Source: an optimization exercise on an open RTL-to-GDS flow (aim: small area, a short achievable clock period and few clock cycles per item). Production flows keep margins and buffers that such runs may drop.
The RTL of this run was laid out without a check of its function.
In this run the design's own scripts or RTL, not TritonCTS, make the clock network.
The clock input has no modelled driver; a real chip could not lean on it and would need a root buffer or a full tree.
Power is estimated from default activity; no workload was simulated.

[design/flow/design.v]
module sys (
	clk,
	reset,
	addr,
	din,
	dout,
	req,
	wr,
	rdy,
	seed0,
	seed1,
	seed2,
	seed3,
	range
);
input           clk, reset;
input   [63:0]  din;
output  [63:0]  dout;
output  [63:0]  addr;
input   [63:0]  seed0, seed1, seed2, seed3;
output          req;
output          wr;
input           rdy;
input   [63:0]  range;
reg     [63:0]  s0, s1, s2, s3;      
reg             wr_n;                
reg     [3:0]   k_n;                 
reg             rr;                  
reg     [15:0]  h;                   
reg     [3:0]   k_d;                 
reg     [63:0]  addr_r;
reg     [63:0]  dout_r;
reg             req_r;
reg             wr_r;
reg     [6:0]   gq;                  
wire    [63:0]  xpat;
localparam [15:0] X0 = 16'h2b2b;
assign xpat[0] = X0[k_d];
localparam [15:0] X1 = 16'h0404;
assign xpat[1] = X1[k_d];
localparam [15:0] X2 = 16'h5ca3;
assign xpat[2] = X2[k_d];
localparam [15:0] X3 = 16'h43bc;
assign xpat[3] = X3[k_d];
localparam [15:0] X4 = 16'h5656;
assign xpat[4] = X4[k_d];
localparam [15:0] X5 = 16'h0808;
assign xpat[5] = X5[k_d];
localparam [15:0] X6 = 16'h46b9;
assign xpat[6] = X6[k_d];
localparam [15:0] X7 = 16'h7887;
assign xpat[7] = X7[k_d];
localparam [15:0] X8 = 16'h5353;
assign xpat[8] = X8[k_d];
localparam [15:0] X9 = 16'h1010;
assign xpat[9] = X9[k_d];
localparam [15:0] X10 = 16'h728d;
assign xpat[10] = X10[k_d];
localparam [15:0] X11 = 16'h0ef1;
assign xpat[11] = X11[k_d];
localparam [15:0] X12 = 16'h5959;
assign xpat[12] = X12[k_d];
localparam [15:0] X13 = 16'h2020;
assign xpat[13] = X13[k_d];
localparam [15:0] X14 = 16'h1ae5;
assign xpat[14] = X14[k_d];
localparam [15:0] X15 = 16'h1de2;
assign xpat[15] = X15[k_d];
localparam [15:0] X16 = 16'h0404;
assign xpat[16] = X16[k_d];
localparam [15:0] X17 = 16'h5ca3;
assign xpat[17] = X17[k_d];
localparam [15:0] X18 = 16'h43bc;
assign xpat[18] = X18[k_d];
localparam [15:0] X19 = 16'h5656;
assign xpat[19] = X19[k_d];
localparam [15:0] X20 = 16'h0808;
assign xpat[20] = X20[k_d];
localparam [15:0] X21 = 16'h46b9;
assign xpat[21] = X21[k_d];
localparam [15:0] X22 = 16'h7887;
assign xpat[22] = X22[k_d];
localparam [15:0] X23 = 16'h5353;
assign xpat[23] = X23[k_d];
localparam [15:0] X24 = 16'h1010;
assign xpat[24] = X24[k_d];
localparam [15:0] X25 = 16'h728d;
assign xpat[25] = X25[k_d];
localparam [15:0] X26 = 16'h0ef1;
assign xpat[26] = X26[k_d];
localparam [15:0] X27 = 16'h5959;
assign xpat[27] = X27[k_d];
localparam [15:0] X28 = 16'h2020;
assign xpat[28] = X28[k_d];
localparam [15:0] X29 = 16'h1ae5;
assign xpat[29] = X29[k_d];
localparam [15:0] X30 = 16'h1de2;
assign xpat[30] = X30[k_d];
localparam [15:0] X31 = 16'h4d4d;
assign xpat[31] = X31[k_d];
localparam [15:0] X32 = 16'h5ca3;
assign xpat[32] = X32[k_d];
localparam [15:0] X33 = 16'h43bc;
assign xpat[33] = X33[k_d];
localparam [15:0] X34 = 16'h5656;
assign xpat[34] = X34[k_d];
localparam [15:0] X35 = 16'h0808;
assign xpat[35] = X35[k_d];
localparam [15:0] X36 = 16'h46b9;
assign xpat[36] = X36[k_d];
localparam [15:0] X37 = 16'h7887;
assign xpat[37] = X37[k_d];
localparam [15:0] X38 = 16'h5353;
assign xpat[38] = X38[k_d];
localparam [15:0] X39 = 16'h1010;
assign xpat[39] = X39[k_d];
localparam [15:0] X40 = 16'h728d;
assign xpat[40] = X40[k_d];
localparam [15:0] X41 = 16'h0ef1;
assign xpat[41] = X41[k_d];
localparam [15:0] X42 = 16'h5959;
assign xpat[42] = X42[k_d];
localparam [15:0] X43 = 16'h2020;
assign xpat[43] = X43[k_d];
localparam [15:0] X44 = 16'h1ae5;
assign xpat[44] = X44[k_d];
localparam [15:0] X45 = 16'h1de2;
assign xpat[45] = X45[k_d];
localparam [15:0] X46 = 16'h4d4d;
assign xpat[46] = X46[k_d];
localparam [15:0] X47 = 16'h4040;
assign xpat[47] = X47[k_d];
localparam [15:0] X48 = 16'h43bc;
assign xpat[48] = X48[k_d];
localparam [15:0] X49 = 16'h5656;
assign xpat[49] = X49[k_d];
localparam [15:0] X50 = 16'h0808;
assign xpat[50] = X50[k_d];
localparam [15:0] X51 = 16'h46b9;
assign xpat[51] = X51[k_d];
localparam [15:0] X52 = 16'h7887;
assign xpat[52] = X52[k_d];
localparam [15:0] X53 = 16'h5353;
assign xpat[53] = X53[k_d];
localparam [15:0] X54 = 16'h1010;
assign xpat[54] = X54[k_d];
localparam [15:0] X55 = 16'h728d;
assign xpat[55] = X55[k_d];
localparam [15:0] X56 = 16'h0ef1;
assign xpat[56] = X56[k_d];
localparam [15:0] X57 = 16'h5959;
assign xpat[57] = X57[k_d];
localparam [15:0] X58 = 16'h2020;
assign xpat[58] = X58[k_d];
localparam [15:0] X59 = 16'h1ae5;
assign xpat[59] = X59[k_d];
localparam [15:0] X60 = 16'h1de2;
assign xpat[60] = X60[k_d];
localparam [15:0] X61 = 16'h4d4d;
assign xpat[61] = X61[k_d];
localparam [15:0] X62 = 16'h4040;
assign xpat[62] = X62[k_d];
localparam [15:0] X63 = 16'h35ca;
assign xpat[63] = X63[k_d];
wire    [63:0]  cur;
genvar          i;
integer         c;
generate
	for (i = 0; i < 4; i = i + 1) begin : g_cur
		assign cur[16*i +: 16] =
			(s0[16*i +: 16] & {16{h[4*i]}})   | (s1[16*i +: 16] & {16{h[4*i+1]}}) |
			(s2[16*i +: 16] & {16{h[4*i+2]}}) | (s3[16*i +: 16] & {16{h[4*i+3]}});
	end
endgenerate
wire    [63:0]  carry;
generate
	for (i = 0; i < 64; i = i + 1) begin : g_carry
		if (i < 8)
			assign carry[i] = &{1'b1, din[i - i%8 +: 8] | (8'hff << (i%8))};
		else
			assign carry[i] = &gq[i/8-1:0] & &(din[i - i%8 +: 8] | (8'hff << (i%8)));
	end
	for (i = 0; i < 7; i = i + 1) begin : g_gq
		always @(posedge clk)
			gq[i] <= &din[8*i+7:8*i];
	end
endgenerate
always @(posedge clk) begin
	if (reset) begin
		s0 <= seed0;
		s1 <= seed1;
		s2 <= seed2;
		s3 <= seed3;
	end
	if (reset) begin
		wr_n <= 1'b0;
		k_n  <= 4'd0;
	end
	else if (rdy) begin
		wr_n <= ~wr_n;
		if (!wr_n && h[3])
			k_n <= k_n + 4'd1;
	end
	rr     <= ~reset & rdy & ~wr_n;
	for (c = 0; c < 4; c = c + 1)
		if (reset)
			h[4*c +: 4] <= 4'b0001;
		else if (rr)
			h[4*c +: 4] <= {h[4*c +: 3], h[4*c+3]};
	k_d    <= k_n;
	req_r  <= ~reset;
	wr_r   <= wr_n;
	addr_r <= (cur ^ xpat) & range;
	dout_r <= din ^ carry;
end
assign req  = req_r;
assign wr   = wr_r;
assign addr = addr_r;
assign dout = dout_r;
endmodule
[design/flow/flow/run.sh]
#!/bin/bash
# Standard ORFS layout with two changes:
#  - port buffers are buf_1 cells (buffer_ports otherwise picks
#    clkdlybuf4s50_1, a slow delay cell);
#  - the clock tree is built by flow/cts.tcl (two buffer levels) instead of
#    TritonCTS (three levels), which lowers the clock latency.
# Each step's full output goes to make_<step>.log here; ORFS's own logs are
# under orfs/logs.
set -euo pipefail
here=$(pwd)
export CTREE_TCL=$here/flow/ctree.tcl
A=(BUFFER_PORTS_ARGS="-buffer_cell sky130_fd_sc_hd__buf_1")
bash standard.sh "${A[@]}" place > make_place.log 2>&1
bash standard.sh "${A[@]}" run RUN_SCRIPT="$here/flow/cts.tcl" RUN_LOG_NAME_STEM=4_1_cts > make_cts.log 2>&1
bash standard.sh "${A[@]}" finish > make_finish.log 2>&1
[design/flow/flow/ctree.tcl]
# Custom two-level clock tree: the clock port drives NMID buffers, each of
# which drives NLEAF/NMID leaf buffers; each leaf drives one cluster of
# flip-flops. Clusters come from splitting the sinks into equal-count
# columns by x, then each column into equal-count groups by y.
proc ctree_build {clk_port nmid_x nmid_y nleaf_x nleaf_y mid_cell leaf_cell} {
  set block [ord::get_db_block]
  set net [[$block findBTerm $clk_port] getNet]
  set sinks {}
  foreach it [$net getITerms] {
    set inst [$it getInst]
    set bb [$inst getBBox]
    set x [expr {([$bb xMin] + [$bb xMax]) / 2}]
    set y [expr {([$bb yMin] + [$bb yMax]) / 2}]
    lappend sinks [list $x $y [$inst getName] [[$it getMTerm] getName]]
  }
  set n [llength $sinks]
  puts "ctree: $n sinks"
  # split into nmid_x*nleaf_x columns, then each into nmid_y*nleaf_y rows
  set ncol [expr {$nmid_x * $nleaf_x}]
  set nrow [expr {$nmid_y * $nleaf_y}]
  set byx [lsort -integer -index 0 $sinks]
  set leaves {}
  for {set c 0} {$c < $ncol} {incr c} {
    set lo [expr {($c * $n) / $ncol}]
    set hi [expr {(($c + 1) * $n) / $ncol - 1}]
    set col [lsort -integer -index 1 [lrange $byx $lo $hi]]
    set m [llength $col]
    for {set r 0} {$r < $nrow} {incr r} {
      set lo2 [expr {($r * $m) / $nrow}]
      set hi2 [expr {(($r + 1) * $m) / $nrow - 1}]
      lappend leaves [list $c $r [lrange $col $lo2 $hi2]]
    }
  }
  set site_w 460
  set row_h 2720
  # leaf buffers
  set li 0
  array set mids {}
  foreach lf $leaves {
    lassign $lf c r members
    set sx 0; set sy 0
    foreach s $members { incr sx [lindex $s 0]; incr sy [lindex $s 1] }
    set cx [expr {$sx / [llength $members]}]
    set cy [expr {$sy / [llength $members]}]
    set name "ctree_leaf_$li"
    set nname "ctree_leafnet_$li"
    make_instance $name $leaf_cell
    odb::dbNet_create $block $nname
    foreach s $members {
      set pin "[lindex $s 2]/[lindex $s 3]"
      disconnect_pin $clk_port $pin
      connect_pin $nname $pin
    }
    connect_pin $nname $name/X
    set inst [$block findInst $name]
    $inst setLocation [expr {($cx / $site_w) * $site_w}] [expr {($cy / $row_h) * $row_h}]
    $inst setPlacementStatus PLACED
    [$block findNet $nname] setSigType CLOCK
    set mx [expr {$c / $nleaf_x}]
    set my [expr {$r / $nleaf_y}]
    lappend mids($mx,$my) [list $name $cx $cy]
    incr li
  }
  # mid buffers
  set mi 0
  foreach key [lsort [array names mids]] {
    set sx 0; set sy 0
    foreach l $mids($key) { incr sx [lindex $l 1]; incr sy [lindex $l 2] }
    set k [llength $mids($key)]
    set cx [expr {$sx / $k}]; set cy [expr {$sy / $k}]
    set name "ctree_mid_$mi"
    set nname "ctree_midnet_$mi"
    make_instance $name $mid_cell
    odb::dbNet_create $block $nname
    foreach l $mids($key) { connect_pin $nname [lindex $l 0]/A }
    connect_pin $nname $name/X
    connect_pin $clk_port $name/A
    set inst [$block findInst $name]
    $inst setLocation [expr {($cx / $site_w) * $site_w}] [expr {($cy / $row_h) * $row_h}]
    $inst setPlacementStatus PLACED
    [$block findNet $nname] setSigType CLOCK
    incr mi
  }
  $net setSigType CLOCK
  puts "ctree: $li leaf buffers, $mi mid buffers"
}
[design/flow/flow/cts.tcl]
# ORFS's cts.tcl with TritonCTS replaced by a two-level clock tree built by
# ctree.tcl (clock port -> 4 buffers -> 16 leaf buffers -> flip-flops).
utl::set_metrics_stage "cts__{}"
source $::env(SCRIPTS_DIR)/load.tcl
erase_non_stage_variables cts
load_design 3_place.odb 3_place.sdc

repair_clock_inverters

set_dont_use $::env(DONT_USE_CELLS)

source $::env(CTREE_TCL)
ctree_build clk 2 2 2 2 sky130_fd_sc_hd__clkbuf_16 sky130_fd_sc_hd__clkbuf_16
set_propagated_clock [all_clocks]

estimate_parasitics -placement

set_placement_padding -global \
  -left $::env(CELL_PAD_IN_SITES_DETAIL_PLACEMENT) \
  -right $::env(CELL_PAD_IN_SITES_DETAIL_PLACEMENT)
detailed_placement
estimate_parasitics -placement

repair_timing_helper
detailed_placement
check_placement -verbose

report_clock_latency
report_metrics 4 "cts final"

orfs_write_db $::env(RESULTS_DIR)/4_1_cts.odb
orfs_write_sdc $::env(RESULTS_DIR)/4_cts.sdc
[design/flow/standard.sh]
#!/bin/bash
# synth_recipe.tcl (not shown) runs the flow's synth.tcl, then flattens the netlist and writes it again
# the make line also repeats each setting of config.mk as NAME=value (left out here)
make -C /OpenROAD-flow-scripts/flow DESIGN_CONFIG=/design/flow/config.mk WORK_HOME=/design/flow/orfs CLKGATE_MAP_FILE= SYNTH_SCRIPT=/design/flow/synth_recipe.tcl "${@:-finish}"
[design/flow/config.mk]
export PLATFORM = sky130hd
export DESIGN_NAME = sys
export DESIGN_NICKNAME = sys
export VERILOG_FILES = /design/flow/design.v
export SDC_FILE = /design/flow/constraint.sdc
export NUM_CORES = 4
export LEC_CHECK = 0
export CAP_MARGIN = 20
export CORE_MARGIN = 2
export CORE_UTILIZATION = 65
export PLACE_DENSITY = 0.8
export SETUP_SLACK_MARGIN = 1.75
export SLEW_MARGIN = 20
[design/flow/constraint.sdc]
create_clock -name core_clock -period 3.2 [get_ports {clk}]
set_input_delay 0.6400 -clock core_clock [delete_from_list [all_inputs] [get_ports {clk}]]
set_output_delay 0.6400 -clock core_clock [all_outputs]
set_load 0.01 [all_outputs]
==> out/qor.tcl <==
set qor(leakage_uw) 0.00701
set qor(final.min_clock_period_ps) 1700
set qor(synth_cell_type_count) 44
set qor(fin_tns_setup_ps) 0
set qor(wire_length_of_the_first_global_routing_pass_um) 58200
set qor(timing.final.max_slew_violations) 0
set qor(vias_per_cell) 5.74
set qor(via_count) 10400
set qor(critical_path.endpoint_type) {register}
set qor(min-delay-start) {k_n[3]$_SDFFE_PP0P_}
set qor(min_period_over_period_pct) 53.1
set qor(clkSlewWorstSetupHoldPaths_ps) 100
set qor(dieWidth_um) 156
set qor(grt_ovf) 0
set qor(asyncSetResetFlopFracSynth_pct) 0
set qor(most-common-layout-cells) {sky130_fd_sc_hd__buf_1 (397), sky130_fd_sc_hd__edfxtp_1 (256), sky130_fd_sc_hd__dfxtp_1 (115)}
set qor(worst-slew-pin-transition_ps) 567
set qor(drive_gt1_share_pct) 17.6
set qor(floorplan.die.height_um) 156
set qor(cp.required_ps) 3430
set qor(antenna_violations_before_repair) 5
set qor(synth_cells) 986
set qor(io-pin-count) 517
set qor(critPathMaxFanout) 27
set qor(timing.critical_path.from_type) {register}
set qor(status) {finished clean}
set qor(routabilityCongestion) 0.942
set qor(fin_skew_ps) 14.4
set qor(fillerInstances) 1268
set qor(slew-limit-headroom_pct) 62.2
set qor(worstHoldPathType) {reg2reg}
set qor(layout.nets) 1924
set qor(synth_edf_count) 256
set qor(detail_route.first_pass.iterations) 5
set qor(postSynth.topFlopCell) {sky130_fd_sc_hd__edfxtp_1}
set qor(p_per_area_nw_per_um2) 528
set qor(setup_repair_after_global_routing_missed_its_margin) {yes}
set qor(ys_seq_elements) 419
set qor(wire_per_inst_um) 23.5
set qor(area_enclosed_by_the_die_boundary_um2) 24400
set qor(drtIter0Drc) 861
set qor(fmax_mhz) 588
set qor(timing.final.hold_violations) 0
set qor(placement.cell_area_um2) 17400
set qor(count_of_buffers_inserted_at_the_top_level_ports) 516
set qor(synth_fp_nets) 1392
set qor(worstSkewPairLatency_ps) 330
set qor(overall_global_routing_resource_usage_pct) 32.3
set qor(setup_viol) 0
set qor(critical_setup_path_kind) {reg2reg}
set qor(synth.cell_area_um2) 15100
set qor(placeableCoreArea_um2) 22700
set qor(syn-mean-instance-area_um2) 15.3
set qor(final_cell_area_um2) 18700
set qor(maxCapViolations) 0
set qor(flow.area_growth_from_synthesis_pct) 24.4
set qor(post-route-util_pct) 82.6
set qor(wirelength_um) 42600
set qor(worst_setup_path_startpoint) {k_d[2]$_DFF_P_}
set qor(ys_warnings) 1
set qor(whs_ps) 365
set qor(grt_max_degree) 59
set qor(row_count) 55
set qor(cp_data_arrival_time_ps) 1930
set qor(detail-route-antenna-nets) 0
set qor(worst_r2r_startpoint) {k_d[2]$_DFF_P_}
set qor(detail_route.drc_violations) 0
set qor(vdd_ir_drop_max_mv) 0.419
set qor(via_count_of_the_first_global_routing_pass) 9963
set qor(seq_area_frac_synth_pct) 72.7
set qor(place.detailed.hpwl_um) 31200
set qor(floorplan.initialDensity_pct) 66.3
set qor(layout_commonest_cell) {sky130_fd_sc_hd__buf_1}
-- cells by family (layout without fill, tap and decap cells) --
family | Yosys count | after routing | share of synthesized area, %
mux | 31 | 31 | 2.18
flops | 419 | 419 | 72.7
buf+inv | 51 | 581 | 1.48
xor+xnor | 115 | 115 | 6.74
compound gates | 144 | 144 | 8.23
other cells | 0 | 11 | 0
simple gates | 207 | 207 | 7.11
fa+ha+maj | 19 | 19 | 1.58
-- registers in the layout, summed over array words and instances, names as in the netlist --
name    count
addr_r     64
dout_r     64
gq          7
h          16
k_d         4
k_n         4
req_r       1
rr          1
s0         64
s1         64
s2         64
s3         64
wr_n        1
wr_r        1
-- power breakdown --
| part | switching (uW) | leakage [uW] | internal [uW] |
|---|---|---|---|
| logic | 473 | 0.00289 | 470 |
| clock network | 1480 | 0.000247 | 1130 |
| registers | 198 | 0.00388 | 6150 |
| total | 2150 | 0.00701 | 7750 |
-- Yosys cell counts (2+ instances only) --
cell type | instances | area share [%]
sky130_fd_sc_hd__edfxtp_1 | 256 | 51
sky130_fd_sc_hd__dfxtp_1 | 163 | 22
sky130_fd_sc_hd__xor2_1 | 63 | 3.7
sky130_fd_sc_hd__and2_1 | 54 | 2.2
sky130_fd_sc_hd__a22o_1 | 53 | 3.1
sky130_fd_sc_hd__a221oi_1 | 52 | 3.0
sky130_fd_sc_hd__xnor2_1 | 51 | 3.0
sky130_fd_sc_hd__nand2_1 | 49 | 1.2
sky130_fd_sc_hd__nor2_1 | 34 | 0.85
sky130_fd_sc_hd__mux2i_1 | 27 | 1.8
sky130_fd_sc_hd__nand3_1 | 26 | 0.86
sky130_fd_sc_hd__a22oi_1 | 22 | 1.1
sky130_fd_sc_hd__buf_2 | 19 | 0.63
sky130_fd_sc_hd__ha_1 | 19 | 1.6
sky130_fd_sc_hd__nand4_1 | 18 | 0.75
sky130_fd_sc_hd__clkbuf_1 | 15 | 0.37
sky130_fd_sc_hd__and3_1 | 12 | 0.50
sky130_fd_sc_hd__inv_1 | 10 | 0.25
sky130_fd_sc_hd__buf_1 | 5 | 0.12
sky130_fd_sc_hd__a21oi_1 | 4 | 0.13
sky130_fd_sc_hd__o2111ai_1 | 4 | 0.23
sky130_fd_sc_hd__or3_1 | 3 | 0.12
sky130_fd_sc_hd__buf_4 | 2 | 0.10
sky130_fd_sc_hd__mux2_2 | 2 | 0.15
sky130_fd_sc_hd__nand2b_1 | 2 | 0.083
sky130_fd_sc_hd__nor3_1 | 2 | 0.066
sky130_fd_sc_hd__o21ai_0 | 2 | 0.066
-- final cells by class --
cell class / count / area (um^2) / share of cell area [%]
multi-input cells: 516 / 4160 / 22.2
plain buffers: 20 / 500 / 2.67
well taps: 285 / 357 / 1.90
diodes: 11 / 27.5 / 0.147
inverters: 10 / 51.3 / 0.274
repair buffers: 551 / 2620 / 14.0
flip-flops and latches: 419 / 11000 / 58.9
-- stage by stage --
step / power, uW / worst slack, ps / cells
floorplan: 6800 / 1590 / 986
global placement: 7270 / 1080 / 1759
detailed placement: 7310 / 1020 / 1759
global route: 10200 / 1430 / 1806
finish: 9910 / 1500 / 1812
-- worst paths after layout --
check                                     endpoint  cells past startpoint  slack, ps
worst min register to register      k_d[3]$_DFF_P_                      0        360
worst max-delay path            addr_r[21]$_DFF_P_                      5       1500
worst min-delay path                k_d[3]$_DFF_P_                      0        360
worst max register to register  addr_r[21]$_DFF_P_                      5       1500
-- critical path: stages (launching register included) --
cell and delay (ps):
sky130_fd_sc_hd__dfxtp_4 620, sky130_fd_sc_hd__mux2_2 430, sky130_fd_sc_hd__mux2i_4 170, sky130_fd_sc_hd__buf_12 140, sky130_fd_sc_hd__xor2_1 60, sky130_fd_sc_hd__and2_1 170
-- metal layers --
layer	wire length, um	up-vias	global-route usage [%]	part of all wire [%]
met2	22100	554	58.8	52
li1	-	4727	-	-
met3	4030	115	7.53	9.5
met5	0	-	0	0
met1	14400	5008	37.0	34
met4	1990	0	12.3	4.7
-- repair_timing --
item                                    4_1_cts  5_1_grt
gates cloned                                  0        0
hold buffers                                  0        0
setup buffers                                15        7
endpoints found under the setup margin      405      148
pin swaps                                    20        9
gates resized for setup                     143      117

afterwards: timing with drivers on the ports:
Ports are ideal in the flow. The routed layout listed here was re-timed in OpenROAD.
Step 1 (the two cells are an assumption about what drives the block):
set clk [get_ports {clk}]
set_driving_cell -lib_cell sky130_fd_sc_hd__clkbuf_16 $clk
set_driving_cell -lib_cell sky130_fd_sc_hd__buf_2 [delete_from_list [all_inputs] $clk]
Step 2 moves the port delays by t, midway between the first and last clock arrival at a register: inputs arrive t later, outputs are due t later. That takes back most of the time a late clock gives input paths.
Slacks: no drivers / after step 1 / after step 2; pairs: no drivers / after step 1.
t (ns): 0.433
slack for setup (ns): 1.499 / 1.499 / 1.441
hold WS [ns]: 0.365 / 0.365 / 0.365
worst setup path at the end: input to register
After both steps this run still meets setup and hold. The setup slack of this run moves by 0.000 ns with the drivers and by -0.058 ns with both steps.
